This is an optimization exercise on Yosys and OpenROAD, whose aim is small area, not a production implementation. In this exercise RTL edits were held to simulation tests only and were not proved equivalent to the original. Power and IR drop assume default switching activity.

<file path="flow/flow/remap_1.abc">
strash
dch -f
amap
topo
</file>
<file path="flow/flow/remap_2.abc">
strash
dch -f
amap
strash
dch -f
amap
topo
</file>
<file path="flow/flow/remap_3.abc">
strash
dch -f
amap
strash
dch -f
amap
strash
dch -f
amap
topo
</file>
<file path="flow/config.mk">
export PLATFORM = sky130hd
export DESIGN_NAME = clutchcamassy
export DESIGN_NICKNAME = clutchcamassy
export VERILOG_FILES = /design/flow/design.v
export SDC_FILE = /design/flow/constraint.sdc
export NUM_CORES = 4
export LEC_CHECK = 0
export ABC_AREA = 1
export CAP_MARGIN = 20
export CORE_MARGIN = 2
export CORE_UTILIZATION = 40
export SLEW_MARGIN = 20
</file>
<file path="flow/flow/remap_5.abc">
strash
dch -f
amap
strash
dch -f
amap
strash
dch -f
amap
strash
dch -f
amap
strash
dch -f
amap
topo
</file>
<file path="flow/flow/remap_6.abc">
strash
dch -f
amap
strash
dch -f
amap
strash
dch -f
amap
strash
dch -f
amap
strash
dch -f
amap
strash
dch -f
amap
topo
</file>
<file path="flow/standard.sh">
#!/bin/bash
# synth_recipe.tcl (not shown) runs the flow's synth.tcl, then flattens the netlist and writes it again
# the make line also repeats each setting of config.mk as NAME=value (left out here)
make -C /OpenROAD-flow-scripts/flow DESIGN_CONFIG=/design/flow/config.mk WORK_HOME=/design/flow/orfs CLKGATE_MAP_FILE= SYNTH_SCRIPT=/design/flow/synth_recipe.tcl "${@:-finish}"
</file>
<file path="flow/design.v">
module clutchcamassy(clk, rst, clch_latch, power, cont_angle, clch_angle, rc1, rc2, rc3, rc4, rc5, rc6, rc7, rc8, rc9, rc12, rl1, rl2, rl3, rl10, sccb);
input wire clk;
input wire rst;
input wire clch_latch;
input wire power;
output wire signed [31:0] cont_angle;
output wire signed [31:0] clch_angle;
output wire rc1, rc2, rc3, rc4, rc5, rc6, rc7, rc8, rc9, rc12;
output wire rl1, rl2, rl3, rl10, sccb;
  wire _0113_;
  wire _0114_;
  wire _0115_;
  wire _0116_;
  wire _0117_;
  wire _0118_;
  wire _0119_;
  wire _0120_;
  wire _0121_;
  wire _0122_;
  wire _0123_;
  wire _0124_;
  wire _0125_;
  wire _0126_;
  wire _0127_;
  wire _0128_;
  wire _0129_;
  wire _0130_;
  wire _0131_;
  wire _0132_;
  wire _0133_;
  wire _0134_;
  wire _0135_;
  wire _0136_;
  wire _0137_;
  wire _0138_;
  wire _0139_;
  wire _0140_;
  wire _0141_;
  wire _0142_;
  wire _0143_;
  wire _0144_;
  wire _0145_;
  wire _0146_;
  wire _0147_;
  wire _0148_;
  wire _0149_;
  wire _0150_;
  wire _0151_;
  wire _0152_;
  wire _0153_;
  wire _0154_;
  wire _0155_;
  wire _0156_;
  wire _0157_;
  wire _0158_;
  wire _0159_;
  wire _0160_;
  wire _0161_;
  wire _0162_;
  wire _0163_;
  wire _0164_;
  wire _0165_;
  wire _0166_;
  wire _0167_;
  wire _0168_;
  wire _0169_;
  wire _0170_;
  wire _0171_;
  wire _0172_;
  wire _0173_;
  wire _0174_;
  wire _0175_;
  wire _0176_;
  wire _0177_;
  wire _0178_;
  wire _0179_;
  wire _0180_;
  wire _0181_;
  wire _0182_;
  wire _0183_;
  wire _0184_;
  wire _0185_;
  wire _0186_;
  wire _0187_;
  wire _0188_;
  wire _0189_;
  wire _0190_;
  wire _0191_;
  wire _0192_;
  wire _0193_;
  wire _0194_;
  wire _0195_;
  wire _0196_;
  wire _0197_;
  wire _0198_;
  wire _0199_;
  wire _0200_;
  wire _0201_;
  wire _0202_;
  wire _0203_;
  wire _0204_;
  wire _0205_;
  wire _0206_;
  wire _0207_;
  wire _0208_;
  wire _0209_;
  wire _0210_;
  wire _0211_;
  wire _0212_;
  wire _0213_;
  wire _0214_;
  wire _0215_;
  wire _0216_;
  wire _0217_;
  wire _0218_;
  wire _0219_;
  wire _0220_;
  wire _0221_;
  wire _0222_;
  wire _0223_;
  wire _0224_;
  wire _0225_;
  wire _0226_;
  wire _0227_;
  wire _0228_;
  wire _0229_;
  wire _0230_;
  wire _0231_;
  wire _0232_;
  wire _0233_;
  wire _0234_;
  wire _0235_;
  wire _0236_;
  wire _0237_;
  wire _0238_;
  wire _0239_;
  wire _0240_;
  wire _0241_;
  wire _0242_;
  wire _0243_;
  wire _0244_;
  wire _0245_;
  wire _0246_;
  wire _0247_;
  wire _0248_;
  wire _0249_;
  wire _0250_;
  wire _0251_;
  wire _0252_;
  wire _0253_;
  wire _0254_;
  wire _0255_;
  wire _0256_;
  wire _0257_;
  wire _0258_;
  wire _0259_;
  wire _0260_;
  wire _0261_;
  wire _0262_;
  wire _0263_;
  wire _0264_;
  wire _0265_;
  wire _0266_;
  wire _0267_;
  wire _0268_;
  wire _0269_;
  wire _0270_;
  wire _0271_;
  wire _0272_;
  wire _0273_;
  wire _0274_;
  wire _0275_;
  wire _0276_;
  wire _0277_;
  wire _0278_;
  wire _0279_;
  wire _0280_;
  wire _0281_;
  wire _0282_;
  wire _0283_;
  wire _0284_;
  wire _0285_;
  wire _0286_;
  wire _0287_;
  wire _0288_;
  wire _0289_;
  wire _0290_;
  wire _0291_;
  wire _0292_;
  wire _0293_;
  wire _0294_;
  wire _0295_;
  wire _0296_;
  wire _0297_;
  wire _0298_;
  wire _0299_;
  wire _0300_;
  wire _0301_;
  wire _0302_;
  wire _0303_;
  wire _0304_;
  wire _0305_;
  wire _0306_;
  wire _0307_;
  wire _0308_;
  wire _0309_;
  wire _0310_;
  wire _0311_;
  wire _0312_;
  wire _0313_;
  wire _0314_;
  wire _0315_;
  wire _0316_;
  wire _0317_;
  wire _0318_;
  wire _0319_;
  wire _0320_;
  wire _0321_;
  wire _0322_;
  wire _0323_;
  wire _0324_;
  wire _0325_;
  wire _0326_;
  wire _0327_;
  wire _0328_;
  wire _0329_;
  wire _0330_;
  wire _0331_;
  wire _0332_;
  wire _0333_;
  wire _0334_;
  wire _0335_;
  wire _0336_;
  wire _0337_;
  wire _0338_;
  wire _0339_;
  wire _0340_;
  wire _0341_;
  wire _0342_;
  wire _0343_;
  wire _0344_;
  wire _0345_;
  wire _0346_;
  wire _0347_;
  wire _0348_;
  wire _0349_;
  wire _0350_;
  wire _0351_;
  wire _0352_;
  wire _0353_;
  wire _0354_;
  wire _0355_;
  wire _0356_;
  wire _0357_;
  wire _0358_;
  wire _0359_;
  wire _0360_;
  wire _0361_;
  wire _0362_;
  wire _0363_;
  wire _0364_;
  wire _0365_;
  wire _0366_;
  wire _0367_;
  wire _0368_;
  wire _0369_;
  wire _0370_;
  wire _0371_;
  wire _0372_;
  wire _0373_;
  wire _0374_;
  wire _0375_;
  wire _0376_;
  wire _0377_;
  wire _0378_;
  wire _0379_;
  wire _0380_;
  wire _0381_;
  wire _0382_;
  wire _0383_;
  wire _0384_;
  wire _0385_;
  wire _0386_;
  wire _0387_;
  wire _0388_;
  wire _0389_;
  wire _0390_;
  wire _0391_;
  wire _0392_;
  wire _0393_;
  wire _0394_;
  wire _0395_;
  wire _0396_;
  wire _0397_;
  wire _0398_;
  wire _0399_;
  wire _0400_;
  wire _0401_;
  wire _0402_;
  wire _0403_;
  wire _0404_;
  wire _0405_;
  wire _0406_;
  wire _0407_;
  wire _0408_;
  wire _0409_;
  wire _0410_;
  wire _0411_;
  wire _0412_;
  wire _0413_;
  wire _0414_;
  wire _0415_;
  wire _0416_;
  wire _0417_;
  wire _0418_;
  wire _0419_;
  wire _0420_;
  wire _0421_;
  wire _0422_;
  wire _0423_;
  wire _0424_;
  wire _0425_;
  wire _0426_;
  wire _0427_;
  wire _0428_;
  wire _0429_;
  wire _0430_;
  wire _0431_;
  wire _0432_;
  wire _0433_;
  wire _0434_;
  wire _0435_;
  wire _0436_;
  wire _0437_;
  wire _0438_;
  wire _0439_;
  wire _0440_;
  wire _0441_;
  wire _0442_;
  wire _0443_;
  wire _0444_;
  wire _0445_;
  wire _0446_;
  wire _0447_;
  wire _0448_;
  wire _0449_;
  wire _0450_;
  wire _0451_;
  wire _0452_;
  wire _0453_;
  wire _0454_;
  wire _0455_;
  wire _0456_;
  wire _0457_;
  wire _0458_;
  wire _0459_;
  wire _0460_;
  wire _0461_;
  wire _0462_;
  wire _0463_;
  wire _0464_;
  wire _0465_;
  wire _0466_;
  wire _0467_;
  wire _0468_;
  wire _0469_;
  wire _0470_;
  wire _0471_;
  wire _0472_;
  wire _0473_;
  wire _0474_;
  wire _0475_;
  wire _0476_;
  wire _0477_;
  wire _0478_;
  wire _0479_;
  wire _0480_;
  wire _0481_;
  wire _0482_;
  wire _0483_;
  wire _0484_;
  wire _0485_;
  wire _0486_;
  wire _0487_;
  wire _0488_;
  wire _0489_;
  wire _0490_;
  wire _0491_;
  wire _0492_;
  wire _0493_;
  wire _0494_;
  wire _0495_;
  wire _0496_;
  wire _0497_;
  wire _0498_;
  wire _0499_;
  wire _0500_;
  wire _0501_;
  wire _0502_;
  wire _0503_;
  wire _0504_;
  wire _0505_;
  wire _0506_;
  wire _0507_;
  wire _0508_;
  wire _0509_;
  wire _0510_;
  wire _0511_;
  wire _0512_;
  wire _0513_;
  wire _0514_;
  wire _0515_;
  wire _0516_;
  wire _0517_;
  wire _0518_;
  wire _0519_;
  wire _0520_;
  wire _0521_;
  wire _0522_;
  wire _0523_;
  wire _0524_;
  wire _0525_;
  wire _0526_;
  wire _0527_;
  wire _0528_;
  wire _0529_;
  wire _0530_;
  wire _0531_;
  wire _0532_;
  wire _0533_;
  wire _0534_;
  wire _0535_;
  wire _0536_;
  wire _0537_;
  wire _0538_;
  wire _0539_;
  wire _0540_;
  wire _0541_;
  wire _0542_;
  wire _0543_;
  wire _0544_;
  wire _0545_;
  wire _0546_;
  wire _0547_;
  wire _0548_;
  wire _0549_;
  wire _0550_;
  wire _0551_;
  wire _0552_;
  wire _0553_;
  wire _0554_;
  wire _0555_;
  wire _0556_;
  wire _0557_;
  wire _0558_;
  wire _0559_;
  wire _0560_;
  wire _0561_;
  wire _0562_;
  wire _0563_;
  wire _0564_;
  wire _0565_;
  wire _0566_;
  wire _0567_;
  wire _0568_;
  wire _0569_;
  wire _0570_;
  wire _0571_;
  wire _0572_;
  wire _0573_;
  wire _0574_;
  wire _0575_;
  wire _0576_;
  wire _0577_;
  wire _0578_;
  wire _0579_;
  wire _0580_;
  wire _0581_;
  wire _0582_;
  wire _0583_;
  wire _0584_;
  wire _0585_;
  wire _0586_;
  wire _0587_;
  wire _0588_;
  wire _0589_;
  wire _0590_;
  wire _0591_;
  wire _0592_;
  wire _0593_;
  wire _0594_;
  wire _0595_;
  wire _0596_;
  wire _0597_;
  wire _0598_;
  wire _0599_;
  wire _0600_;
  wire _0601_;
  wire _0602_;
  wire _0603_;
  wire _0604_;
  wire _0605_;
  wire _0606_;
  wire _0607_;
  wire _0608_;
  wire _0609_;
  wire _0610_;
  wire _0611_;
  wire _0612_;
  wire _0613_;
  wire _0614_;
  wire _0615_;
  wire _0616_;
  wire _0617_;
  wire _0618_;
  wire _0619_;
  wire _0620_;
  wire _0621_;
  wire _0622_;
  wire _0623_;
  wire _0624_;
  wire _0625_;
  wire _0626_;
  wire _0627_;
  wire _0628_;
  wire _0629_;
  wire _0630_;
  wire _0631_;
  wire _0632_;
  wire _0633_;
  wire _0634_;
  wire _0635_;
  wire _0636_;
  wire _0637_;
  wire _0638_;
  wire _0639_;
  wire _0640_;
  wire _0641_;
  wire _0642_;
  wire _0643_;
  wire _0644_;
  wire _0645_;
  wire _0646_;
  wire _0647_;
  wire _0648_;
  wire _0649_;
  wire _0650_;
  wire _0651_;
  wire _0652_;
  wire _0653_;
  wire _0654_;
  wire _0655_;
  wire _0656_;
  wire _0657_;
  wire _0658_;
  wire _0659_;
  wire _0660_;
  wire _0661_;
  wire _0662_;
  wire _0663_;
  wire _0664_;
  wire _0665_;
  wire _0666_;
  wire _0667_;
  wire _0668_;
  wire _0669_;
  wire _0670_;
  wire _0671_;
  wire _0672_;
  wire _0673_;
  wire _0674_;
  wire _0675_;
  wire _0676_;
  wire _0677_;
  wire _0678_;
  wire _0679_;
  wire _0680_;
  wire _0681_;
  wire _0682_;
  wire _0683_;
  wire _0684_;
  wire _0685_;
  wire _0686_;
  wire _0687_;
  wire _0688_;
  wire _0689_;
  wire _0690_;
  wire _0691_;
  wire _0692_;
  wire _0693_;
  wire _0694_;
  wire _0695_;
  wire _0696_;
  wire _0697_;
  wire _0698_;
  wire _0699_;
  wire _0700_;
  wire _0701_;
  wire _0702_;
  wire _0703_;
  wire _0704_;
  wire _0705_;
  wire _0706_;
  wire _0707_;
  wire _0708_;
  wire _0709_;
  wire _0710_;
  wire _0711_;
  wire _0712_;
  wire _0713_;
  wire _0714_;
  wire _0715_;
  wire _0716_;
  wire _0717_;
  wire _0718_;
  wire _0719_;
  wire _0720_;
  wire _0721_;
  wire _0722_;
  wire _0723_;
  wire _0724_;
  wire _0725_;
  wire _0726_;
  wire _0727_;
  wire _0728_;
  wire _0729_;
  wire _0730_;
  wire _0731_;
  wire _0732_;
  wire _0733_;
  wire _0734_;
  wire _0735_;
  wire _0736_;
  wire _0737_;
  wire _0738_;
  wire _0739_;
  wire _0740_;
  wire _0741_;
  wire _0742_;
  wire _0743_;
  wire _0744_;
  wire _0745_;
  wire _0746_;
  wire _0747_;
  wire _0748_;
  wire _0749_;
  wire _0750_;
  wire _0751_;
  wire _0752_;
  wire _0753_;
  wire _0754_;
  wire _0755_;
  wire _0756_;
  wire _0757_;
  wire _0758_;
  wire _0759_;
  wire _0760_;
  wire _0761_;
  wire _0762_;
  wire _0763_;
  wire _0086_;
  wire _0089_;
  wire _0094_;
  wire _0097_;
  wire _0101_;
  wire _0105_;
  wire _0106_;
  wire _0107_;
  wire _0109_;
  wire _0110_;
  wire _0112_;
  reg cont_angle_reg_0 ;
  reg cont_angle_reg_1 ;
  reg cont_angle_reg_2 ;
  reg cx_reg_3 ;
  reg cx_reg_4 ;
  reg cx_reg_5 ;
  reg cx_reg_6 ;
  reg cx_reg_7 ;
  reg cx_reg_8 ;
  reg [1:0] mode;
  always @(posedge clk)
    mode[1] <= _0107_;
  always @(posedge clk)
    mode[0] <= _0094_;
  always @(posedge clk)
    cx_reg_8  <= _0106_;
  always @(posedge clk)
    cx_reg_7  <= _0101_;
  always @(posedge clk)
    cx_reg_6  <= _0105_;
  always @(posedge clk)
    cx_reg_5  <= _0109_;
  always @(posedge clk)
    cx_reg_4  <= _0110_;
  always @(posedge clk)
    cx_reg_3  <= _0112_;
  always @(posedge clk)
    cont_angle_reg_2  <= _0097_;
  always @(posedge clk)
    cont_angle_reg_1  <= _0086_;
  always @(posedge clk)
    cont_angle_reg_0  <= _0089_;
  assign _0138_ = ~mode[1];
  assign _0116_ = ~cont_angle_reg_2 ;
  assign _0113_ = ~cont_angle_reg_0 ;
  assign _0114_ = ~cont_angle_reg_1 ;
  assign _0115_ = _0216_ & _0217_;
  assign _0216_ = ~_0113_;
  assign _0217_ = ~_0114_;
  assign _0117_ = ~_0115_;
  assign _0118_ = ~cx_reg_3 ;
  assign _0222_ = _0218_ & _0219_;
  assign _0223_ = _0220_ & _0221_;
  assign _0135_ = _0222_ | _0223_;
  assign _0218_ = ~_0116_;
  assign _0219_ = ~_0118_;
  assign _0220_ = ~_0117_;
  assign _0221_ = ~_0118_;
  assign _0120_ = ~mode[0];
  assign _0121_ = _0224_ | _0225_;
  assign _0224_ = ~mode[1];
  assign _0225_ = ~cx_reg_7 ;
  assign _0119_ = ~cx_reg_7 ;
  assign _0229_ = _0226_ & _0227_;
  assign _0122_ = _0229_ | _0228_;
  assign _0226_ = ~cx_reg_8 ;
  assign _0227_ = ~_0119_;
  assign _0228_ = ~_0120_;
  assign _0235_ = _0230_ & _0231_;
  assign _0236_ = _0232_ & _0233_;
  assign _0237_ = _0235_ | _0236_;
  assign _0129_ = _0237_ | _0234_;
  assign _0230_ = ~mode[1];
  assign _0231_ = ~cx_reg_8 ;
  assign _0232_ = ~_0120_;
  assign _0233_ = ~_0121_;
  assign _0234_ = ~_0122_;
  assign _0123_ = _0238_ & _0239_;
  assign _0238_ = ~mode[1];
  assign _0239_ = ~mode[0];
  assign _0128_ = ~_0123_;
  assign _0124_ = ~cx_reg_8 ;
  assign _0243_ = _0240_ & _0241_;
  assign _0125_ = _0243_ | _0242_;
  assign _0240_ = ~mode[1];
  assign _0241_ = ~cx_reg_7 ;
  assign _0242_ = ~_0121_;
  assign _0247_ = _0244_ | _0245_;
  assign _0126_ = _0247_ | _0246_;
  assign _0244_ = ~mode[0];
  assign _0245_ = ~_0124_;
  assign _0246_ = ~_0125_;
  assign _0251_ = _0248_ & _0249_;
  assign _0127_ = _0251_ | _0250_;
  assign _0248_ = ~_0121_;
  assign _0249_ = ~_0122_;
  assign _0250_ = ~_0126_;
  assign _0130_ = ~_0127_;
  assign _0255_ = _0252_ | _0253_;
  assign _0131_ = _0255_ | _0254_;
  assign _0252_ = ~_0128_;
  assign _0253_ = ~_0129_;
  assign _0254_ = ~_0130_;
  assign _0259_ = _0256_ & _0257_;
  assign _0132_ = _0259_ | _0258_;
  assign _0256_ = ~_0118_;
  assign _0257_ = ~_0129_;
  assign _0258_ = ~_0131_;
  assign _0133_ = _0260_ & _0261_;
  assign _0260_ = ~cx_reg_4 ;
  assign _0261_ = ~_0132_;
  assign _0134_ = ~_0133_;
  assign _0136_ = _0262_ & _0263_;
  assign _0262_ = ~cx_reg_5 ;
  assign _0263_ = ~_0134_;
  assign _0268_ = _0264_ | _0265_;
  assign _0269_ = _0268_ | _0266_;
  assign _0137_ = _0269_ | _0267_;
  assign _0264_ = ~_0116_;
  assign _0265_ = ~cx_reg_6 ;
  assign _0266_ = ~_0135_;
  assign _0267_ = ~_0136_;
  assign _0139_ = rst | _0270_;
  assign _0270_ = ~_0137_;
  assign _0272_ = rst | _0137_;
  assign _0140_ = _0272_ | _0271_;
  assign _0271_ = ~clch_latch;
  assign _0277_ = _0273_ & _0274_;
  assign _0278_ = _0275_ & _0276_;
  assign _0107_ = _0277_ | _0278_;
  assign _0273_ = ~_0119_;
  assign _0274_ = ~_0140_;
  assign _0275_ = ~_0138_;
  assign _0276_ = ~_0139_;
  assign _0145_ = ~cx_reg_5 ;
  assign _0141_ = ~cx_reg_4 ;
  assign _0282_ = _0279_ & _0280_;
  assign _0142_ = _0282_ | _0281_;
  assign _0279_ = ~cx_reg_3 ;
  assign _0280_ = ~_0124_;
  assign _0281_ = ~cx_reg_7 ;
  assign _0143_ = _0283_ | _0284_;
  assign _0283_ = ~_0141_;
  assign _0284_ = ~_0142_;
  assign _0144_ = _0285_ & _0286_;
  assign _0285_ = ~_0118_;
  assign _0286_ = ~_0124_;
  assign _0146_ = _0287_ & _0288_;
  assign _0287_ = ~_0143_;
  assign _0288_ = ~_0144_;
  assign _0147_ = ~cx_reg_6 ;
  assign _0292_ = _0289_ | _0290_;
  assign _0148_ = _0292_ | _0291_;
  assign _0289_ = ~_0141_;
  assign _0290_ = ~_0142_;
  assign _0291_ = ~_0145_;
  assign _0305_ = _0293_ & _0294_;
  assign _0306_ = _0295_ & _0296_;
  assign _0307_ = _0297_ & _0298_;
  assign _0308_ = _0299_ & _0300_;
  assign _0309_ = _0301_ & _0302_;
  assign _0310_ = _0303_ & _0304_;
  assign _0311_ = _0305_ | _0306_;
  assign _0312_ = _0311_ | _0307_;
  assign _0313_ = _0312_ | _0308_;
  assign _0314_ = _0313_ | _0309_;
  assign cont_angle[6] = _0314_ | _0310_;
  assign _0293_ = ~_0145_;
  assign _0294_ = ~_0147_;
  assign _0295_ = ~_0145_;
  assign _0296_ = ~_0148_;
  assign _0297_ = ~cx_reg_6 ;
  assign _0298_ = ~_0147_;
  assign _0299_ = ~_0146_;
  assign _0300_ = ~_0147_;
  assign _0301_ = ~cx_reg_6 ;
  assign _0302_ = ~_0148_;
  assign _0303_ = ~_0146_;
  assign _0304_ = ~_0148_;
  assign _0319_ = _0315_ & _0316_;
  assign _0320_ = _0317_ & _0318_;
  assign _0152_ = _0319_ | _0320_;
  assign _0315_ = ~cont_angle_reg_2 ;
  assign _0316_ = ~cx_reg_3 ;
  assign _0317_ = ~cont_angle_reg_1 ;
  assign _0318_ = ~cx_reg_3 ;
  assign _0149_ = _0321_ & _0322_;
  assign _0321_ = ~cx_reg_5 ;
  assign _0322_ = ~cx_reg_6 ;
  assign _0150_ = ~_0149_;
  assign _0326_ = _0323_ & _0324_;
  assign _0151_ = _0326_ | _0325_;
  assign _0323_ = ~_0145_;
  assign _0324_ = ~_0147_;
  assign _0325_ = ~_0150_;
  assign _0153_ = ~_0151_;
  assign _0333_ = _0327_ & _0328_;
  assign _0334_ = _0329_ & _0330_;
  assign _0335_ = _0331_ & _0332_;
  assign _0336_ = _0333_ | _0334_;
  assign _0154_ = _0336_ | _0335_;
  assign _0327_ = ~_0141_;
  assign _0328_ = ~_0153_;
  assign _0329_ = ~cx_reg_6 ;
  assign _0330_ = ~_0153_;
  assign _0331_ = ~_0152_;
  assign _0332_ = ~_0153_;
  assign rc6 = ~_0154_;
  assign _0340_ = _0337_ & _0338_;
  assign _0155_ = _0340_ & _0339_;
  assign _0337_ = ~_0118_;
  assign _0338_ = ~_0116_;
  assign _0339_ = ~_0117_;
  assign _0156_ = _0341_ | _0342_;
  assign _0341_ = ~power;
  assign _0342_ = ~_0155_;
  assign _0157_ = _0343_ & _0344_;
  assign _0343_ = ~_0141_;
  assign _0344_ = ~_0156_;
  assign _0166_ = _0345_ | _0346_;
  assign _0345_ = ~cx_reg_5 ;
  assign _0346_ = ~_0157_;
  assign _0158_ = ~power;
  assign _0159_ = _0347_ & _0348_;
  assign _0347_ = ~_0113_;
  assign _0348_ = ~_0158_;
  assign _0160_ = _0349_ | _0350_;
  assign _0349_ = ~cont_angle_reg_1 ;
  assign _0350_ = ~_0159_;
  assign _0163_ = ~_0160_;
  assign _0161_ = _0351_ | _0352_;
  assign _0351_ = ~_0113_;
  assign _0352_ = ~_0114_;
  assign _0356_ = _0353_ | _0354_;
  assign _0162_ = _0356_ | _0355_;
  assign _0353_ = ~cont_angle_reg_2 ;
  assign _0354_ = ~_0161_;
  assign _0355_ = ~cx_reg_4 ;
  assign _0360_ = _0357_ & _0358_;
  assign _0164_ = _0360_ & _0359_;
  assign _0357_ = ~_0145_;
  assign _0358_ = ~_0147_;
  assign _0359_ = ~_0162_;
  assign _0165_ = _0361_ | _0362_;
  assign _0361_ = ~_0163_;
  assign _0362_ = ~_0164_;
  assign _0167_ = rst | _0363_;
  assign _0363_ = ~_0165_;
  assign _0368_ = _0364_ & _0365_;
  assign _0369_ = _0366_ & _0367_;
  assign _0105_ = _0368_ | _0369_;
  assign _0364_ = ~_0147_;
  assign _0365_ = ~_0167_;
  assign _0366_ = ~rst;
  assign _0367_ = ~_0166_;
  assign _0168_ = _0370_ & _0371_;
  assign _0370_ = ~_0116_;
  assign _0371_ = ~_0160_;
  assign _0378_ = _0372_ & _0373_;
  assign _0379_ = _0378_ & _0374_;
  assign _0380_ = _0375_ & _0376_;
  assign _0381_ = _0380_ & _0377_;
  assign _0097_ = _0379_ | _0381_;
  assign _0372_ = ~_0116_;
  assign _0373_ = ~rst;
  assign _0374_ = ~_0168_;
  assign _0375_ = ~_0160_;
  assign _0376_ = ~rst;
  assign _0377_ = ~_0168_;
  assign _0386_ = _0382_ & _0383_;
  assign _0387_ = _0384_ & _0385_;
  assign _0171_ = _0386_ | _0387_;
  assign _0382_ = ~_0116_;
  assign _0383_ = ~_0145_;
  assign _0384_ = ~_0117_;
  assign _0385_ = ~_0145_;
  assign _0169_ = _0388_ & _0389_;
  assign _0388_ = ~cx_reg_3 ;
  assign _0389_ = ~cx_reg_4 ;
  assign _0170_ = _0390_ | _0391_;
  assign _0390_ = ~cont_angle_reg_2 ;
  assign _0391_ = ~_0161_;
  assign _0398_ = _0392_ & _0393_;
  assign _0399_ = _0394_ & _0395_;
  assign _0400_ = _0396_ & _0397_;
  assign _0401_ = _0398_ | _0399_;
  assign _0172_ = _0401_ | _0400_;
  assign _0392_ = ~_0147_;
  assign _0393_ = ~_0149_;
  assign _0394_ = ~_0169_;
  assign _0395_ = ~_0149_;
  assign _0396_ = ~_0170_;
  assign _0397_ = ~_0149_;
  assign _0173_ = _0402_ & _0403_;
  assign _0402_ = ~_0171_;
  assign _0403_ = ~_0172_;
  assign _0408_ = _0404_ & _0405_;
  assign _0409_ = _0406_ & _0407_;
  assign rl3 = _0408_ | _0409_;
  assign _0404_ = ~_0130_;
  assign _0405_ = ~_0172_;
  assign _0406_ = ~_0129_;
  assign _0407_ = ~_0173_;
  assign _0174_ = _0410_ & _0411_;
  assign _0410_ = ~_0118_;
  assign _0411_ = ~_0141_;
  assign _0175_ = ~_0174_;
  assign _0415_ = _0412_ | _0413_;
  assign _0176_ = _0415_ | _0414_;
  assign _0412_ = ~_0145_;
  assign _0413_ = ~_0175_;
  assign _0414_ = ~_0162_;
  assign _0177_ = _0416_ | _0417_;
  assign _0416_ = ~cx_reg_6 ;
  assign _0417_ = ~_0176_;
  assign _0178_ = _0418_ & _0419_;
  assign _0418_ = ~_0129_;
  assign _0419_ = ~_0173_;
  assign _0426_ = _0420_ & _0421_;
  assign _0427_ = _0426_ & _0422_;
  assign _0428_ = _0423_ & _0424_;
  assign _0429_ = _0428_ & _0425_;
  assign rl2 = _0427_ | _0429_;
  assign _0420_ = ~_0127_;
  assign _0421_ = ~_0123_;
  assign _0422_ = ~_0178_;
  assign _0423_ = ~_0177_;
  assign _0424_ = ~_0123_;
  assign _0425_ = ~_0178_;
  assign _0433_ = _0430_ | _0431_;
  assign _0179_ = _0433_ | _0432_;
  assign _0430_ = ~_0145_;
  assign _0431_ = ~_0116_;
  assign _0432_ = ~_0169_;
  assign _0180_ = _0434_ & _0435_;
  assign _0434_ = ~cont_angle_reg_1 ;
  assign _0435_ = ~_0179_;
  assign _0181_ = _0436_ & _0437_;
  assign _0436_ = ~_0145_;
  assign _0437_ = ~_0116_;
  assign _0441_ = _0438_ & _0439_;
  assign _0182_ = _0441_ | _0440_;
  assign _0438_ = ~_0161_;
  assign _0439_ = ~_0179_;
  assign _0440_ = ~cx_reg_6 ;
  assign _0448_ = _0442_ & _0443_;
  assign _0449_ = _0448_ & _0444_;
  assign _0450_ = _0445_ & _0446_;
  assign _0451_ = _0450_ & _0447_;
  assign _0184_ = _0449_ | _0451_;
  assign _0442_ = ~_0119_;
  assign _0443_ = ~_0181_;
  assign _0444_ = ~_0182_;
  assign _0445_ = ~_0180_;
  assign _0446_ = ~_0181_;
  assign _0447_ = ~_0182_;
  assign _0183_ = _0452_ & _0453_;
  assign _0452_ = ~cx_reg_5 ;
  assign _0453_ = ~_0135_;
  assign _0460_ = _0454_ & _0455_;
  assign _0461_ = _0456_ & _0457_;
  assign _0462_ = _0458_ & _0459_;
  assign _0463_ = _0460_ | _0461_;
  assign rc3 = _0463_ | _0462_;
  assign _0454_ = ~cx_reg_4 ;
  assign _0455_ = ~rc6;
  assign _0456_ = ~_0147_;
  assign _0457_ = ~rc6;
  assign _0458_ = ~_0135_;
  assign _0459_ = ~rc6;
  assign _0470_ = _0464_ & _0465_;
  assign _0471_ = _0466_ & _0467_;
  assign _0472_ = _0468_ & _0469_;
  assign _0473_ = _0470_ | _0471_;
  assign _0185_ = _0473_ | _0472_;
  assign _0464_ = ~cx_reg_8 ;
  assign _0465_ = ~rc3;
  assign _0466_ = ~_0141_;
  assign _0467_ = ~rc3;
  assign _0468_ = ~_0183_;
  assign _0469_ = ~rc3;
  assign rc2 = _0474_ | _0475_;
  assign _0474_ = ~_0184_;
  assign _0475_ = ~_0185_;
  assign _0186_ = _0476_ & _0477_;
  assign _0476_ = ~cont_angle_reg_1 ;
  assign _0477_ = ~_0159_;
  assign _0481_ = _0478_ & _0479_;
  assign _0086_ = _0481_ & _0480_;
  assign _0478_ = ~rst;
  assign _0479_ = ~_0186_;
  assign _0480_ = ~_0163_;
  assign _0187_ = _0482_ | _0483_;
  assign _0482_ = ~_0178_;
  assign _0483_ = ~_0182_;
  assign _0484_ = _0147_ & cx_reg_6 ;
  assign _0485_ = _0147_ & _0180_;
  assign _0486_ = _0179_ & cx_reg_6 ;
  assign _0487_ = _0115_ & cx_reg_6 ;
  assign _0488_ = _0179_ & _0180_;
  assign _0489_ = _0115_ & _0180_;
  assign _0490_ = _0484_ | _0485_;
  assign _0491_ = _0490_ | _0486_;
  assign _0492_ = _0491_ | _0487_;
  assign _0493_ = _0492_ | _0488_;
  assign _0188_ = _0493_ | _0489_;
  assign _0498_ = _0494_ & _0495_;
  assign _0499_ = _0496_ & _0497_;
  assign rl1 = _0498_ | _0499_;
  assign _0494_ = ~_0130_;
  assign _0495_ = ~_0188_;
  assign _0496_ = ~_0187_;
  assign _0497_ = ~_0188_;
  assign _0504_ = _0500_ & _0501_;
  assign _0505_ = _0502_ & _0503_;
  assign cont_angle[3] = _0504_ | _0505_;
  assign _0500_ = ~_0118_;
  assign _0501_ = ~_0144_;
  assign _0502_ = ~_0124_;
  assign _0503_ = ~_0144_;
  assign _0509_ = _0506_ & _0507_;
  assign cont_angle[4] = _0509_ | _0508_;
  assign _0506_ = ~_0141_;
  assign _0507_ = ~_0142_;
  assign _0508_ = ~_0143_;
  assign _0514_ = _0510_ & _0511_;
  assign _0515_ = _0512_ & _0513_;
  assign _0189_ = _0514_ | _0515_;
  assign _0510_ = ~_0145_;
  assign _0511_ = ~_0181_;
  assign _0512_ = ~_0116_;
  assign _0513_ = ~_0181_;
  assign _0190_ = _0516_ & _0517_;
  assign _0516_ = ~_0131_;
  assign _0517_ = ~_0151_;
  assign _0521_ = _0518_ | _0519_;
  assign _0199_ = _0521_ | _0520_;
  assign _0518_ = ~cx_reg_4 ;
  assign _0519_ = ~_0189_;
  assign _0520_ = ~_0190_;
  assign _0191_ = _0522_ | _0523_;
  assign _0522_ = ~_0141_;
  assign _0523_ = ~cx_reg_6 ;
  assign _0192_ = _0524_ | _0525_;
  assign _0524_ = ~cx_reg_4 ;
  assign _0525_ = ~_0147_;
  assign _0526_ = _0131_ & _0129_;
  assign _0527_ = _0191_ & _0129_;
  assign _0528_ = _0131_ & _0192_;
  assign _0529_ = _0191_ & _0192_;
  assign _0530_ = _0526_ | _0527_;
  assign _0531_ = _0530_ | _0528_;
  assign _0193_ = _0531_ | _0529_;
  assign _0535_ = _0532_ & _0533_;
  assign _0195_ = _0535_ | _0534_;
  assign _0532_ = ~_0193_;
  assign _0533_ = ~_0189_;
  assign _0534_ = ~_0175_;
  assign _0539_ = _0536_ & _0537_;
  assign _0194_ = _0539_ & _0538_;
  assign _0536_ = ~cx_reg_6 ;
  assign _0537_ = ~_0189_;
  assign _0538_ = ~_0129_;
  assign _0544_ = _0540_ & _0541_;
  assign _0545_ = _0542_ & _0543_;
  assign _0196_ = _0544_ | _0545_;
  assign _0540_ = ~_0145_;
  assign _0541_ = ~_0194_;
  assign _0542_ = ~cx_reg_3 ;
  assign _0543_ = ~_0194_;
  assign _0200_ = _0195_ | _0196_;
  assign _0549_ = _0546_ & _0547_;
  assign _0197_ = _0549_ & _0548_;
  assign _0546_ = ~cont_angle_reg_2 ;
  assign _0547_ = ~_0147_;
  assign _0548_ = ~_0129_;
  assign _0553_ = _0550_ & _0551_;
  assign _0198_ = _0553_ & _0552_;
  assign _0550_ = ~_0116_;
  assign _0551_ = ~_0150_;
  assign _0552_ = ~_0131_;
  assign _0559_ = _0554_ & _0555_;
  assign _0560_ = _0559_ & _0556_;
  assign _0561_ = _0557_ & _0558_;
  assign _0201_ = _0560_ | _0561_;
  assign _0554_ = ~_0118_;
  assign _0555_ = ~_0197_;
  assign _0556_ = ~_0198_;
  assign _0557_ = ~_0114_;
  assign _0558_ = ~_0195_;
  assign _0568_ = _0562_ & _0563_;
  assign _0569_ = _0564_ & _0565_;
  assign _0570_ = _0566_ & _0567_;
  assign _0571_ = _0568_ | _0569_;
  assign sccb = _0571_ | _0570_;
  assign _0562_ = ~_0114_;
  assign _0563_ = ~_0201_;
  assign _0564_ = ~_0199_;
  assign _0565_ = ~_0201_;
  assign _0566_ = ~_0200_;
  assign _0567_ = ~_0201_;
  assign _0202_ = _0572_ & _0573_;
  assign _0572_ = ~cx_reg_4 ;
  assign _0573_ = ~_0150_;
  assign _0203_ = ~_0202_;
  assign _0204_ = _0574_ & _0575_;
  assign _0574_ = ~cx_reg_3 ;
  assign _0575_ = ~_0203_;
  assign _0580_ = _0576_ & _0577_;
  assign _0581_ = _0578_ & _0579_;
  assign cont_angle[7] = _0580_ | _0581_;
  assign _0576_ = ~cx_reg_7 ;
  assign _0577_ = ~_0203_;
  assign _0578_ = ~_0124_;
  assign _0579_ = ~_0204_;
  assign _0585_ = _0582_ & _0583_;
  assign clch_angle[8] = _0585_ | _0584_;
  assign _0582_ = ~_0130_;
  assign _0583_ = ~_0202_;
  assign _0584_ = ~_0128_;
  assign clch_angle[0] = _0586_ | _0587_;
  assign _0586_ = ~_0113_;
  assign _0587_ = ~_0128_;
  assign _0588_ = _0135_ & _0152_;
  assign _0589_ = _0588_ & _0151_;
  assign _0590_ = _0191_ & _0152_;
  assign _0591_ = _0590_ & _0151_;
  assign _0592_ = _0135_ & _0192_;
  assign _0593_ = _0592_ & _0151_;
  assign _0594_ = _0191_ & _0192_;
  assign _0595_ = _0594_ & _0151_;
  assign _0596_ = _0589_ | _0591_;
  assign _0597_ = _0596_ | _0593_;
  assign rc7 = _0597_ | _0595_;
  assign _0604_ = _0598_ & _0599_;
  assign _0605_ = _0604_ & _0600_;
  assign _0606_ = _0601_ & _0602_;
  assign _0607_ = _0606_ & _0603_;
  assign _0089_ = _0605_ | _0607_;
  assign _0598_ = ~_0113_;
  assign _0599_ = ~rst;
  assign _0600_ = ~_0159_;
  assign _0601_ = ~_0158_;
  assign _0602_ = ~rst;
  assign _0603_ = ~_0159_;
  assign clch_angle[1] = _0608_ | _0609_;
  assign _0608_ = ~_0114_;
  assign _0609_ = ~_0128_;
  assign _0205_ = _0610_ | _0611_;
  assign _0610_ = ~_0202_;
  assign _0611_ = ~_0152_;
  assign _0615_ = _0612_ & _0613_;
  assign rc12 = _0615_ | _0614_;
  assign _0612_ = ~_0177_;
  assign _0613_ = ~_0183_;
  assign _0614_ = ~_0205_;
  assign rc4 = _0616_ | _0617_;
  assign _0616_ = ~_0175_;
  assign _0617_ = ~rc7;
  assign rc5 = _0618_ & _0619_;
  assign _0618_ = ~cx_reg_7 ;
  assign _0619_ = ~_0154_;
  assign _0626_ = _0620_ & _0621_;
  assign _0627_ = _0626_ & _0622_;
  assign _0628_ = _0623_ & _0624_;
  assign _0629_ = _0628_ & _0625_;
  assign _0110_ = _0627_ | _0629_;
  assign _0620_ = ~_0141_;
  assign _0621_ = ~_0167_;
  assign _0622_ = ~_0157_;
  assign _0623_ = ~_0156_;
  assign _0624_ = ~_0167_;
  assign _0625_ = ~_0157_;
  assign _0633_ = _0630_ & _0631_;
  assign cont_angle[5] = _0633_ | _0632_;
  assign _0630_ = ~_0145_;
  assign _0631_ = ~_0146_;
  assign _0632_ = ~_0148_;
  assign _0206_ = rst | _0165_;
  assign _0634_ = cx_reg_7  & _0124_;
  assign _0635_ = _0167_ & _0124_;
  assign _0636_ = cx_reg_7  & _0206_;
  assign _0637_ = _0167_ & _0206_;
  assign _0638_ = _0634_ | _0635_;
  assign _0639_ = _0638_ | _0636_;
  assign _0101_ = _0639_ | _0637_;
  assign _0207_ = _0640_ & _0641_;
  assign _0640_ = ~_0118_;
  assign _0641_ = ~_0129_;
  assign _0648_ = _0642_ & _0643_;
  assign _0649_ = _0644_ & _0645_;
  assign _0650_ = _0646_ & _0647_;
  assign _0651_ = _0648_ | _0649_;
  assign clch_angle[3] = _0651_ | _0650_;
  assign _0642_ = ~_0128_;
  assign _0643_ = ~_0207_;
  assign _0644_ = ~_0129_;
  assign _0645_ = ~_0207_;
  assign _0646_ = ~_0118_;
  assign _0647_ = ~_0207_;
  assign _0208_ = _0652_ & _0653_;
  assign _0652_ = ~_0123_;
  assign _0653_ = ~_0132_;
  assign _0657_ = _0654_ & _0655_;
  assign clch_angle[4] = _0657_ | _0656_;
  assign _0654_ = ~_0141_;
  assign _0655_ = ~_0208_;
  assign _0656_ = ~_0134_;
  assign _0663_ = _0658_ & _0659_;
  assign _0664_ = _0663_ & _0660_;
  assign _0665_ = _0661_ & _0662_;
  assign _0106_ = _0664_ | _0665_;
  assign _0658_ = ~cx_reg_8 ;
  assign _0659_ = ~_0119_;
  assign _0660_ = ~_0206_;
  assign _0661_ = ~_0124_;
  assign _0662_ = ~_0167_;
  assign _0669_ = _0666_ & _0667_;
  assign _0209_ = _0669_ | _0668_;
  assign _0666_ = ~cx_reg_3 ;
  assign _0667_ = ~_0168_;
  assign _0668_ = ~_0156_;
  assign _0112_ = _0670_ & _0671_;
  assign _0670_ = ~_0167_;
  assign _0671_ = ~_0209_;
  assign _0210_ = _0672_ | _0673_;
  assign _0672_ = ~_0174_;
  assign _0673_ = ~_0161_;
  assign _0686_ = _0674_ & _0675_;
  assign _0687_ = _0686_ & _0676_;
  assign _0688_ = _0677_ & _0678_;
  assign _0689_ = _0688_ & _0679_;
  assign _0690_ = _0680_ & _0681_;
  assign _0691_ = _0690_ & _0682_;
  assign _0692_ = _0683_ & _0684_;
  assign _0693_ = _0692_ & _0685_;
  assign _0694_ = _0687_ | _0689_;
  assign _0695_ = _0694_ | _0691_;
  assign _0211_ = _0695_ | _0693_;
  assign _0674_ = ~_0116_;
  assign _0675_ = ~_0145_;
  assign _0676_ = ~_0147_;
  assign _0677_ = ~_0116_;
  assign _0678_ = ~_0210_;
  assign _0679_ = ~_0147_;
  assign _0680_ = ~_0174_;
  assign _0681_ = ~_0145_;
  assign _0682_ = ~_0147_;
  assign _0683_ = ~_0174_;
  assign _0684_ = ~_0210_;
  assign _0685_ = ~_0147_;
  assign rc1 = _0696_ & _0697_;
  assign _0696_ = ~_0204_;
  assign _0697_ = ~_0211_;
  assign _0701_ = _0698_ & _0699_;
  assign _0212_ = _0701_ | _0700_;
  assign _0698_ = ~cx_reg_5 ;
  assign _0699_ = ~_0157_;
  assign _0700_ = ~_0166_;
  assign _0109_ = _0702_ & _0703_;
  assign _0702_ = ~_0167_;
  assign _0703_ = ~_0212_;
  assign clch_angle[2] = _0704_ & _0705_;
  assign _0704_ = ~_0116_;
  assign _0705_ = ~_0123_;
  assign _0709_ = _0706_ & _0707_;
  assign rl10 = _0709_ | _0708_;
  assign _0706_ = ~_0130_;
  assign _0707_ = ~_0154_;
  assign _0708_ = ~_0128_;
  assign cont_angle[8] = _0710_ & _0711_;
  assign _0710_ = ~cx_reg_7 ;
  assign _0711_ = ~_0202_;
  assign rc8 = _0712_ & _0713_;
  assign _0712_ = ~_0149_;
  assign _0713_ = ~_0164_;
  assign _0718_ = _0714_ & _0715_;
  assign _0719_ = _0716_ & _0717_;
  assign _0094_ = _0718_ | _0719_;
  assign _0714_ = ~cx_reg_8 ;
  assign _0715_ = ~_0140_;
  assign _0716_ = ~_0120_;
  assign _0717_ = ~_0139_;
  assign _0732_ = _0720_ & _0721_;
  assign _0733_ = _0732_ & _0722_;
  assign _0734_ = _0723_ & _0724_;
  assign _0735_ = _0734_ & _0725_;
  assign _0736_ = _0726_ & _0727_;
  assign _0737_ = _0736_ & _0728_;
  assign _0738_ = _0729_ & _0730_;
  assign _0739_ = _0738_ & _0731_;
  assign _0740_ = _0733_ | _0735_;
  assign _0741_ = _0740_ | _0737_;
  assign clch_angle[6] = _0741_ | _0739_;
  assign _0720_ = ~_0133_;
  assign _0721_ = ~_0147_;
  assign _0722_ = ~_0123_;
  assign _0723_ = ~_0133_;
  assign _0724_ = ~_0134_;
  assign _0725_ = ~_0123_;
  assign _0726_ = ~_0153_;
  assign _0727_ = ~_0147_;
  assign _0728_ = ~_0123_;
  assign _0729_ = ~_0153_;
  assign _0730_ = ~_0134_;
  assign _0731_ = ~_0123_;
  assign _0213_ = _0742_ & _0743_;
  assign _0742_ = ~_0123_;
  assign _0743_ = ~_0136_;
  assign _0747_ = _0744_ & _0745_;
  assign clch_angle[5] = _0747_ | _0746_;
  assign _0744_ = ~_0145_;
  assign _0745_ = ~_0133_;
  assign _0746_ = ~_0213_;
  assign _0751_ = _0748_ & _0749_;
  assign _0214_ = _0751_ | _0750_;
  assign _0748_ = ~cx_reg_4 ;
  assign _0749_ = ~_0155_;
  assign _0750_ = ~cx_reg_7 ;
  assign _0755_ = _0752_ | _0753_;
  assign _0215_ = _0755_ | _0754_;
  assign _0752_ = ~rc3;
  assign _0753_ = ~_0210_;
  assign _0754_ = ~_0214_;
  assign rc9 = _0756_ | _0757_;
  assign _0756_ = ~_0182_;
  assign _0757_ = ~_0215_;
  assign _0762_ = _0758_ & _0759_;
  assign _0763_ = _0760_ & _0761_;
  assign clch_angle[7] = _0762_ | _0763_;
  assign _0758_ = ~_0130_;
  assign _0759_ = ~_0203_;
  assign _0760_ = ~_0129_;
  assign _0761_ = ~_0204_;
  assign clch_angle[31:9] = 23'h000000;
  assign { cont_angle[31:9], cont_angle[2:0] } = { 23'h000000, cont_angle_reg_2 , cont_angle_reg_1 , cont_angle_reg_0  };
endmodule
</file>
<file path="flow/flow/remap_4.abc">
strash
dch -f
amap
strash
dch -f
amap
strash
dch -f
amap
strash
dch -f
amap
topo
</file>
<file path="flow/constraint.sdc">
create_clock -name core_clock -period 35.0 [get_ports {clk}]
set_input_delay 7.0000 -clock core_clock [delete_from_list [all_inputs] [get_ports {clk}]]
set_output_delay 7.0000 -clock core_clock [all_outputs]
set_load 0.01 [all_outputs]
</file>
<file path="flow/flow/reopt.tcl">
# Re-map the combinational cells of the standard synthesis netlist for area. Every flip-flop
# instance is kept as it is (same cell, same name); only the logic between them is re-mapped.
# Several ABC scripts (flow/remap_*.abc) are tried and the smallest result is kept.
yosys -import
set lib $::env(FLOW_HOME)/platforms/sky130hd/lib/sky130_fd_sc_hd__tt_025C_1v80.lib
set in $::env(REOPT_IN)
set out $::env(REOPT_OUT)
set top $::env(FLOW_TOP)
read_liberty -ignore_miss_func $lib
read_verilog $in
hierarchy -top $top
setattr -mod -set keep_hierarchy 1 sky130_fd_sc_hd__df* sky130_fd_sc_hd__edf* sky130_fd_sc_hd__sdf*
flatten
opt_clean -purge
# keep the nets into the flip-flops' pins, so ABC treats them as outputs of the logic
yosys cd $top
setattr -set keep 1 t:sky130_fd_sc_hd__df* %x:+\[D\] t:sky130_fd_sc_hd__df* %d
yosys cd
design -save base

# the platform's don't-use cells (DONT_USE_CELLS in its config.mk) must not be mapped to
set dont_use {}
set f [open $::env(FLOW_HOME)/platforms/sky130hd/config.mk r]
set cfg [read $f]
close $f
if {[regexp {DONT_USE_CELLS \+= \\(.*?)\n\s*\n} $cfg -> block]} {
  foreach c [regexp -all -inline {sky130_fd_sc_hd__\w+} $block] { lappend dont_use -dont_use $c }
}
if {[llength $dont_use] < 20} { error "could not read the platform's don't-use cells" }
puts "REOPT dont_use: [expr {[llength $dont_use] / 2}] cells"

proc area_of {lib top} {
  set s [tee -q -s result.string stat -liberty $lib $top]
  if {[regexp {Chip area for module '\\[^']+': ([0-9.]+)} $s -> a]} { return $a }
  return 1e9
}

set best 1e9
set best_script ""
foreach script [lsort [glob $::env(REOPT_DIR)/remap_*.abc]] {
  design -load base
  abc -liberty $lib {*}$dont_use -script $script $top
  opt_clean -purge
  set a [area_of $lib $top]
  puts "REOPT [file tail $script]: $a"
  if {$a < $best} {
    set best $a
    set best_script $script
    design -save best
  }
}
puts "REOPT best: [file tail $best_script] $best"
design -load best
hilomap -singleton -hicell sky130_fd_sc_hd__conb_1 HI -locell sky130_fd_sc_hd__conb_1 LO
splitnets
opt_clean -purge
insbuf -buf sky130_fd_sc_hd__buf_4 A X
yosys rename -hide w:*.*
opt_clean -purge
tee -o reopt_stat.txt stat -liberty $lib
read_liberty -lib -overwrite $lib
check -assert
select $top
write_verilog -noattr -nohex -nodec -selected $out
</file>
<file path="flow/flow/run.sh">
#!/bin/bash
# Own layout flow: the standard flow, with four changes that cut cell area.
#  1. After the standard synthesis, the combinational cells between the flip-flops are re-mapped
#     by Yosys/ABC for area (flow/reopt.tcl tries flow/remap_*.abc and keeps the smallest).
#     Every flip-flop keeps its cell and its name.
#  2. Port buffers are buf_1 (BUFFER_PORTS_ARGS), not the larger cell buffer_ports picks itself.
#  3. The constant-0 outputs share one tie cell (SKIP_REPAIR_TIE_FANOUT) instead of one each.
#  4. Clock tree: clkbuf_2 buffers only, without sink clustering or dummy loads (CTS_ARGS).
# Each tool's full output goes to a log file in this folder.
set -euo pipefail
here=$(pwd)
res=$here/orfs/results/$FLOW_PLATFORM/clutchcamassy/base
YOSYS=${YOSYS_EXE:-$FLOW_HOME/../tools/install/yosys/bin/yosys}
[[ -x $YOSYS ]] || YOSYS=yosys

bash standard.sh synth > log_1_synth.txt 2>&1

cp $res/1_2_yosys.v $here/standard_synth.v
REOPT_IN=$here/standard_synth.v REOPT_OUT=$here/reopt.v REOPT_DIR=$here/flow \
  $YOSYS -c $here/flow/reopt.tcl > log_2_reopt.txt 2>&1
cp $here/reopt.v $res/1_2_yosys.v
touch $res/1_2_yosys.v
rm -f $res/1_synth.odb $res/1_synth.sdc

export SKIP_REPAIR_TIE_FANOUT=1
export BUFFER_PORTS_ARGS="-buffer_cell sky130_fd_sc_hd__buf_1"
export CTS_ARGS="-repair_clock_nets -buf_list sky130_fd_sc_hd__clkbuf_2 -dont_use_dummy_load"
bash standard.sh > log_3_layout.txt 2>&1
</file>
==> results.txt <==
## per-stage QoR
stage / instances / setup WS, ns / util / hold slack, ns / area, sq um
floorplan: 198 / 25.96 / - / 0.4693 / 1289
global placement: 230 / 25.49 / 0.3664 / 0.5030 / 1119
detailed placement: 230 / 25.53 / 0.3664 / 0.5128 / 1119
CTS: 233 / 25.24 / 0.3713 / 0.5259 / 1134
global route: 233 / 24.97 / 0.3713 / 0.5729 / 1134
finish: 233 / 25.17 / 0.3713 / 0.5278 / 1134
## final cells by class
type / count / area, sq um
Multi-Input combinational cell: 117 / 625.6
Fill cell: 354 / 1919
Sequential cell: 11 / 220.2
Timing Repair Buffer: 36 / 135.1
Inverter: 22 / 82.58
Clock buffer: 3 / 15.01
Tap cell: 44 / 55.05
## layout by cell type, fill, tap and decap left out, drive strengths merged, types with 2 or more instances in the layout
master and instances:
dfxtp 11, o22a 2, nand3 2, o32ai 3, nor2 27, nand2 15, a22oi 2, nand4 2
clkbuf 3, o22ai 10, clkinv 22, a31oi 7, nor3 6, a211oi 3, a221oi 3, o21ai 16
buf 36, a21oi 6, or2 3
## worst paths after layout
check,from,to,cells past startpoint
worst min-delay path,mode[0],mode[0],2
worst min register to register,mode[0],mode[0],2
worst max-delay path,cx_reg_8,clch_angle[6],9
worst max register to register,cx_reg_8,mode[0],9
## power breakdown
group / total, mW / leakage [nW] / internal, mW / switching [mW]
sequential: 0.0130 / 0.0891 / 0.0127 / 0.000284
combinational: 0.00393 / 0.244 / 0.000587 / 0.00334
clock: 0.00654 / 0.0125 / 0.00234 / 0.00421
total: 0.0235 / 0.346 / 0.0156 / 0.00783
## flip-flops by register name (all words and copies together) (netlist names)
name              cells
mode                  2
cont_angle_reg_0      1
cont_angle_reg_1      1
cont_angle_reg_2      1
cx_reg_3              1
cx_reg_4              1
cx_reg_5              1
cx_reg_6              1
cx_reg_7              1
cx_reg_8              1
## routing by layer
| layer | up-vias | global-route usage | routed length, um |
|---|---|---|---|
| met5 | - | 0 | 0 |
| met4 | 0 | 0.06832 | 38 |
| met3 | 7 | 0.03412 | 462 |
| met2 | 108 | 0.2412 | 1381 |
| met1 | 574 | 0.2824 | 1469 |
| li1 | 636 | - | - |
## worst min-delay path, stage by stage (launching register included)
cell and delay, ns:
dfxtp_1 0.35, clkinv_1 0.06, o22ai_1 0.08
==> metrics.md <==
| Metric | Value |
|---|---|
| Status | complete, no violations |
| Final Hold Vio Count | 0 |
| CTS tree | done |
| Global-route wire length before repair | 5078 um |
| Worst Skew | 0.009642 ns |
| Worst stage delay on the critical path | 0.61 ns |
| DR DRC count | 0 |
| GRT Util Overall | 0.1811 |
| Initial antenna violation count | 0 |
| I/O Buffers | 36 |
| Via density | 5.687 |
| Hold_buf cts | 0 |
| Die Y | 60.76 um |
| Mapped Cells | 198 |
| Final number of setup-violating endpoints | 0 |
| Final setup TNS | 0 ns |
| Via count | 1325 |
| Layout cells sized above 1 | 0.01587 |
| Die X | 60.76 um |
| MaxCap Viol Count | 0 |
| Period utilization | 0.2807 |
| Core area | 3053 sq um |
| Layout area overhead | -12.04% |
| R2R Setup Slk | 32.28 ns |
| Leakage | 0.3460 nW |
| I/O Pins | 83 |
| Clock Latency Late Sink | 0.26 ns |
| H-tree level count | 1 |
| Hold Crit Class | register to register |
| WL final | 3351 um |
| Detailed Route Iter0 Violations | 175 |
| Starting Density | 0.4221 |
| Nets@finish | 195 |
| Setup bufs post-CTS | 0 |
| Routed Antenna Nets | 0 |
| GRT overflow | 0 |
| WP data required | 28.00 ns |
| Max FO, Critical Path | 9 |
| Critical Path Source Type | register |
| Worst path cell trace | clkinv_1 -> a221oi_1 -> clkinv_1 -> o21ai_0 -> nor2_1 -> nand2_1 -> o21ai_0 -> a21oi_1 -> buf_1 |
| Crit-path slowest cell | a221oi_1 |
| CTS Root Cell | clkbuf_2 |
| DIE AREA | 3692 sq um |
| Tightest Pin Transition | 0.5914 ns |
| Crit path capture type | primary output |
| Pwr dens | 20.70 nW/um^2 |
| Bufs on Longest Clock Path | 2 |
| WP data arrival | 2.83 ns |
| Maximum clock frequency | 101.8 MHz |
| Syn_nets | 202 |
| CTS sink count | 11 |
| Min cycle time layout | 9.826 ns |
| WS Path Type | register to primary output |
| Post-Syn Area | 1289 sq um |
| Clock transition at path regs | 0.10 ns |
| Total power | 23.46 uW |
| Number of global-route vias before repair | 1083 |
| Post-DP HPWL | 2508 um |
| # resized after CTS | 0 |
| RSZ-0062 raised after global routing | false |
| Slew Viols, Final | 0 |
| ANT cells | 0 |
| Mapped Avg Cell Area | 6.509 sq um |
| DRT Pass-1 Iters | 4 |
| Rel. slew slack | 0.6057 |
| RePlAce Congestion | 0.9651 |
| Maximum VDD drop | 12.23 uV |
| FP Rows | 20 |
| Yosys warns | 1 |
| Pin count of the biggest net entering global routing | 47 |
| Per-cell routed wire length | 14.38 um |
| Buf/Inv on CP | 3 |
| Top delay family on crit path | compound AO/OA/AOI/OAI gates |
| CTS Buf Count | 3 |

## what the ideal ports hide
The flow's constraints put no driver on any port. The routed layout listed below was extracted and timed again, unchanged, in two steps. Step 1 assumes that a clkbuf_16 drives the clock port and a buf_2 every other input. Step 2 also shifts input and output timing later by t, the mid clock arrival at the registers, as if the neighbouring blocks saw the same clock. Slacks: no drivers / after step 1 / after step 2; pairs: no drivers / after step 1.
t (ns): 0.279
slack for setup (ns): 25.174 / 25.154 / 25.433
worst register clock-pin slew, ns: 0.11 / 0.11
cell pins on the clock port's net: 1
After both steps this run still meets setup and hold. For this run, drivers alone change the setup slack by -0.020 ns; drivers and shift together by +0.259 ns.
